Source: an optimization exercise on an open RTL-to-GDS flow (aim: small area). Production flows keep margins and buffers that such runs may drop. Only simulation tests tie the RTL to the original design; equivalence was not proved. Power and IR drop assume default switching activity. The flow treats the clock pin as an ideal source, which a real chip does not have.

build 29:
## apb_wrapper
module apb_wrapper#(parameter addr_width = 5, data_width = 16)(
    input bit pclk,                   
    input bit preset_n,               
    input logic transfer,  
    input logic [addr_width - 1 : 0] apb_paddr,  
    input logic [data_width - 1 : 0] apb_pwdata,  
    input logic apb_control ,         
    output logic [data_width - 1 : 0] apb_spwdata,   
    output logic [data_width - 1 : 0] apb_prdata  
    );
For scale: roughly 1200 cells after synthesis, ~57 I/O pins.
Settings: LEC_CHECK=0, CAP_MARGIN=20, CORE_MARGIN=2, CORE_UTILIZATION=40, GPL_TIMING_DRIVEN=0, SLEW_MARGIN=20, SYNTH_HIERARCHICAL=1, SYNTH_MINIMUM_KEEP_SIZE=0; clock period 5.0 ns.
standard.sh (not shown) runs the stock make flow with config.mk's settings and CLKGATE_MAP_FILE= SYNTH_SCRIPT=/design/flow/synth_recipe.tcl, a recipe that flattens the netlist after the stock synthesis.
==> flow/flow/run.sh <==
#!/bin/bash
# Layout flow: the standard flow (standard.sh) with these changes, made
# through ORFS's own variables and a wrapper around the synthesis script:
#  - synthesis: the standard flow's synthesis script unchanged, except that ABC maps the
#    logic for area (flow/abc_area.script) instead of ORFS's delay script;
#    registers are mapped before ABC runs, so they are the standard ones,
#  - clock tree synthesis without dummy loads, with clkbuf_8 buffers and
#    smaller sink clusters,
#  - port buffers of the smallest buffer cell.
# make's full output goes to standard.log here; ORFS's per-step logs stay
# under orfs/logs/.
set -euo pipefail
here=$(pwd)
flowdir=$(cd "$(dirname "$0")" && pwd)

orig=$(grep -o 'SYNTH_SCRIPT=[^ ]*' standard.sh | head -1 | cut -d= -f2-)
cat > "$here/area_synth.tcl" <<EOT
# ABC with the area script; drop the delay target and its constraints
proc abc {args} {
  set keep {}
  set skip 0
  foreach a \$args {
    if {\$skip} { set skip 0; continue }
    if {\$a in {-script -D -constr}} { set skip 1; continue }
    lappend keep \$a
  }
  yosys abc -script $flowdir/abc_area.script {*}\$keep
}
source $orig
EOT
sed "s#SYNTH_SCRIPT=[^ ]*#SYNTH_SCRIPT=$here/area_synth.tcl#" standard.sh > area_standard.sh

export CTS_ARGS="-sink_clustering_enable -repair_clock_nets -dont_use_dummy_load -buf_list sky130_fd_sc_hd__clkbuf_8 -sink_clustering_size 20 -sink_clustering_max_diameter 60"
export BUFFER_PORTS_ARGS="-buffer_cell sky130_fd_sc_hd__buf_1"
bash area_standard.sh > standard.log 2>&1
==> flow/flow/abc_area.script <==
strash
dch
amap
Build 29 finished every stage and its layout cleared the timing, DRC and antenna checks.
--- input diff build 29..build 80 ---
# build 29
export LEC_CHECK = 0
export CAP_MARGIN = 20
export CORE_MARGIN = 2
export CORE_UTILIZATION = 40
export GPL_TIMING_DRIVEN = 0
export SLEW_MARGIN = 20
export SYNTH_HIERARCHICAL = 1
export SYNTH_MINIMUM_KEEP_SIZE = 0
create_clock -name core_clock -period 5.0 [get_ports {pclk}]
# build 80
export LEC_CHECK = 0
export CAP_MARGIN = 20
export CORE_MARGIN = 2
export CORE_UTILIZATION = 55
export GPL_TIMING_DRIVEN = 0
export SLEW_MARGIN = 20
export SYNTH_HIERARCHICAL = 1
export SYNTH_MINIMUM_KEEP_SIZE = 0
create_clock -name core_clock -period 5.0 [get_ports {pclk}]
--- a/flow/flow/run.sh
+++ b/flow/flow/run.sh
@@ -33 +33 @@
-export CTS_ARGS="-sink_clustering_enable -repair_clock_nets -dont_use_dummy_load -buf_list sky130_fd_sc_hd__clkbuf_8 -sink_clustering_size 20 -sink_clustering_max_diameter 60"
+export CTS_ARGS="-sink_clustering_enable -repair_clock_nets -dont_use_dummy_load -buf_list sky130_fd_sc_hd__clkbuf_8 -sink_clustering_size 16 -sink_clustering_max_diameter 60"
### Flow results
Against build 29, amount of wire on met3 after detailed routing in build 80 rose by more than a quarter. Per the comparison of build 80 with build 29, clock skew moved down, first-pass GRT wire length shows an increase of about 3.3%, measured slew at the worst slew-check pin now smaller, total power now sits higher, weighted congestion reported at the end of routability-driven placement now sits higher. Measured against each other, build 80 and build 29 differ in max-slew headroom at the worst pin, the lower figure coming from build 29. From build 29 to build 80 the numbers moved as follows: layout net count +15; signed area change from the synthesized netlist to the final layout rose 1.2 points; overall global routing resource usage rose by 9.4 points.
[inputs] build 44 vs build 80
# build 80
export LEC_CHECK = 0
export CAP_MARGIN = 20
export CORE_MARGIN = 2
export CORE_UTILIZATION = 55
export GPL_TIMING_DRIVEN = 0
export SLEW_MARGIN = 20
export SYNTH_HIERARCHICAL = 1
export SYNTH_MINIMUM_KEEP_SIZE = 0
create_clock -name core_clock -period 5.0 [get_ports {pclk}]
# build 44
export LEC_CHECK = 0
export CAP_MARGIN = 0
export CORE_MARGIN = 2
export CORE_UTILIZATION = 40
export GPL_TIMING_DRIVEN = 0
export SLEW_MARGIN = 0
export SYNTH_HIERARCHICAL = 1
export SYNTH_MINIMUM_KEEP_SIZE = 0
create_clock -name core_clock -period 5.0 [get_ports {pclk}]
--- outcome ---
Part of the cycle the worst path needs: build 80 and build 44 compared, higher one is build 80
Comparing combinational share of power for build 80 and build 44, the bigger number came from build 80.
Between build 80 and build 44, the cell count went up.
## Diff of input files: build 21 against build 44
# build 44
export LEC_CHECK = 0
export CAP_MARGIN = 0
export CORE_MARGIN = 2
export CORE_UTILIZATION = 40
export GPL_TIMING_DRIVEN = 0
export SLEW_MARGIN = 0
export SYNTH_HIERARCHICAL = 1
export SYNTH_MINIMUM_KEEP_SIZE = 0
create_clock -name core_clock -period 5.0 [get_ports {pclk}]
# build 21
export LEC_CHECK = 0
export CAP_MARGIN = 20
export CORE_MARGIN = 2
export CORE_UTILIZATION = 40
export GPL_TIMING_DRIVEN = 0
export SLEW_MARGIN = 20
export SYNTH_HIERARCHICAL = 1
export SYNTH_MINIMUM_KEEP_SIZE = 0
create_clock -name core_clock -period 5.0 [get_ports {pclk}]
--- a/flow/flow/run.sh
+++ b/flow/flow/run.sh
@@ -33 +33 @@
-export CTS_ARGS="-sink_clustering_enable -repair_clock_nets -dont_use_dummy_load -buf_list sky130_fd_sc_hd__clkbuf_8 -sink_clustering_size 16 -sink_clustering_max_diameter 60"
+export CTS_ARGS="-sink_clustering_enable -repair_clock_nets -dont_use_dummy_load -buf_list sky130_fd_sc_hd__clkbuf_16 -sink_clustering_size 32 -sink_clustering_max_diameter 80"
Findings:
- Relative to build 44, wire length of the first global-routing pass decreased by 1700 um in build 21.
- Cell area | build 21 vs build 44 | build 21 smaller
- Comparing ratio of cells with drive above 1 in the final layout for build 21 and build 44, the bigger number came from build 44.
- Register-to-register slack ended up 190 ps lower on build 21 than on build 44.
- Delta (build 21 minus build 44): final cell count shrank by 2.1%; total internal power increased by 0.35% relative to the old numbers.
- Build 21 against build 44; number of nets in the layout is down by a few percent.
- The combinational power reported for build 21 is smaller than that of build 44 by about 2%.
## Diff of input files: build 26 against build 21
--- a/flow/flow/run.sh
+++ b/flow/flow/run.sh
@@ -33 +33 @@
-export CTS_ARGS="-sink_clustering_enable -repair_clock_nets -dont_use_dummy_load -buf_list sky130_fd_sc_hd__clkbuf_16 -sink_clustering_size 32 -sink_clustering_max_diameter 80"
+export CTS_ARGS="-sink_clustering_enable -repair_clock_nets -dont_use_dummy_load -buf_list sky130_fd_sc_hd__clkbuf_8 -sink_clustering_size 16 -sink_clustering_max_diameter 60"
### Flow results
[build 26 vs build 21] final wirelength: higher in build 26
Comparing internal cell power for build 21 and build 26, the bigger number came from build 21.
STATUS maximum clock skew at final layout: build 26 loses against build 21
Any difference in final instance area between build 21 and build 26 is small enough to ignore.
| final-report setup violation count | build 21 vs build 26 | ≈ equal |
Diff build 21 -> build 26: smallest hold slack -21 ps; via count +about 1.8%.


Setup of P:
Another version of the RTL of apb_wrapper (not shown whole).
For scale: roughly 580 flip-flops, roughly 57 I/O pins, roughly 0.016 sq mm of cells after synthesis.
## apb_wrapper
module apb_wrapper#(parameter addr_width = 5, data_width = 16)(
    input bit pclk,                   
    input bit preset_n,               
    input logic transfer,  
    input logic [addr_width - 1 : 0] apb_paddr,  
    input logic [data_width - 1 : 0] apb_pwdata,  
    input logic apb_control ,         
    output logic [data_width - 1 : 0] apb_spwdata,   
    output logic [data_width - 1 : 0] apb_prdata  
    );
==> flow/config.mk <==
export PLATFORM = sky130hd
export DESIGN_NAME = apb_wrapper
export DESIGN_NICKNAME = apb_wrapper
export VERILOG_FILES = /design/flow/design.v
export SDC_FILE = /design/flow/constraint.sdc
export NUM_CORES = 4
export LEC_CHECK = 0
export CAP_MARGIN = 20
export CORE_MARGIN = 2
export CORE_UTILIZATION = 33
export GPL_TIMING_DRIVEN = 0
export SLEW_MARGIN = 20
export SYNTH_HIERARCHICAL = 1
export SYNTH_MINIMUM_KEEP_SIZE = 0
==> flow/constraint.sdc <==
create_clock -name core_clock -period 5.0 [get_ports {pclk}]
set_input_delay 1.0000 -clock core_clock [delete_from_list [all_inputs] [get_ports {pclk}]]
set_output_delay 1.0000 -clock core_clock [all_outputs]
set_load 0.01 [all_outputs]
==> flow/flow/run.sh <==
#!/bin/bash
# Layout flow: the standard flow (standard.sh) with these changes, made
# through ORFS's own variables and a wrapper around the synthesis script:
#  - synthesis: the standard flow's synthesis script unchanged, except that ABC maps the
#    logic for area (flow/abc_area.script) instead of ORFS's delay script;
#    registers are mapped before ABC runs, so they are the standard ones,
#  - clock tree synthesis without dummy loads, with clkbuf_8 buffers and
#    smaller sink clusters,
#  - port buffers of the smallest buffer cell.
# make's full output goes to standard.log here; ORFS's per-step logs stay
# under orfs/logs/.
set -euo pipefail
here=$(pwd)
flowdir=$(cd "$(dirname "$0")" && pwd)

orig=$(grep -o 'SYNTH_SCRIPT=[^ ]*' standard.sh | head -1 | cut -d= -f2-)
cat > "$here/area_synth.tcl" <<EOT
# ABC with the area script; drop the delay target and its constraints
proc abc {args} {
  set keep {}
  set skip 0
  foreach a \$args {
    if {\$skip} { set skip 0; continue }
    if {\$a in {-script -D -constr}} { set skip 1; continue }
    lappend keep \$a
  }
  yosys abc -script $flowdir/abc_area.script {*}\$keep
}
source $orig
EOT
sed "s#SYNTH_SCRIPT=[^ ]*#SYNTH_SCRIPT=$here/area_synth.tcl#" standard.sh > area_standard.sh

export CTS_ARGS="-sink_clustering_enable -repair_clock_nets -dont_use_dummy_load -buf_list sky130_fd_sc_hd__clkbuf_8 -sink_clustering_size 16 -sink_clustering_max_diameter 60"
export BUFFER_PORTS_ARGS="-buffer_cell sky130_fd_sc_hd__buf_1"
bash area_standard.sh > standard.log 2>&1
Scripts as last shown in full above: flow/flow/abc_area.script
Input-level comparison between Q and P:
- CORE_UTILIZATION changed from 33 to 46
Notes after the runs:
- Relative to P, Q improves detailed-route wire length.
- In Q, the via count came out 45 below the value in P.
- P reports its critical path endpoint as dut.ring[19][5]$_DFF_P_ while Q reports dut.ring[31][8]$_DFF_P_.
- When the final numbers for P and Q were put side by side, the area growth from synthesis to final layout turned out to be smaller in Q.
- Measured against each other, P and Q differ in wire length of the first global-routing pass, the higher figure coming from P.
- The higher total routing usage reported by global routing of P and Q is in Q.
- Summary of Q over P: final area now sits lower, routability congestion estimate from global placement increased by about 0.8% relative to the old numbers, post-layout utilization of the core picked up an extra 14 points, power in combinational cells ~0 delta.
Changes in R relative to Q:
- a change of CORE_UTILIZATION from 46 to 40
--- outcome ---
Going from Q to R, critical path arrival up 0.34 ns, post-route cell area flat, first-pass GRT wire length up about 3%.

[re-timing with driven ports]
How much do the figures lean on ideal ports? The routed layouts below were timed once more, with nothing changed but the port constraints.
Step 1 sets driving cells, clkbuf_16 on the clock port and buf_2 on the other inputs (assumed; they add their load-dependent delay and slew).
Step 2 also shifts input and output timing later by t, the mid clock arrival at the registers, as if the neighbouring blocks saw the same clock.
a / b / c = ideal ports / drivers / drivers and shift; a / b = the first two.
| run | t, ns | slack for setup (ns) | hold slack, ns | latest minus earliest clock arrival (ns) |
|---|---|---|---|---|
| build 29 | 0.595 | 0.626 / 0.626 / 0.626 | 0.294 / 0.294 / 0.294 | 0.061 / 0.061 |
| build 80 | 0.613 | 0.481 / 0.481 / 0.481 | 0.307 / 0.307 / 0.307 | 0.033 / 0.033 |
| build 44 | 0.634 | 0.779 / 0.779 / 0.779 | 0.299 / 0.299 / 0.299 | 0.040 / 0.040 |
| build 21 | 0.609 | 0.589 / 0.589 / 0.589 | 0.297 / 0.297 / 0.297 | 0.040 / 0.040 |
| build 26 | 0.617 | 0.575 / 0.575 / 0.575 | 0.276 / 0.276 / 0.276 | 0.088 / 0.089 |
| P | 0.623 | 1.004 / 1.004 / 1.004 | 0.295 / 0.295 / 0.295 | 0.063 / 0.063 |
| Q | 0.589 | 1.193 / 1.193 / 1.193 | 0.319 / 0.319 / 0.319 | 0.064 / 0.064 |
| R | 0.625 | 0.850 / 0.850 / 0.850 | 0.300 / 0.300 / 0.300 | 0.042 / 0.042 |
After both steps setup and hold are still met in every run listed.
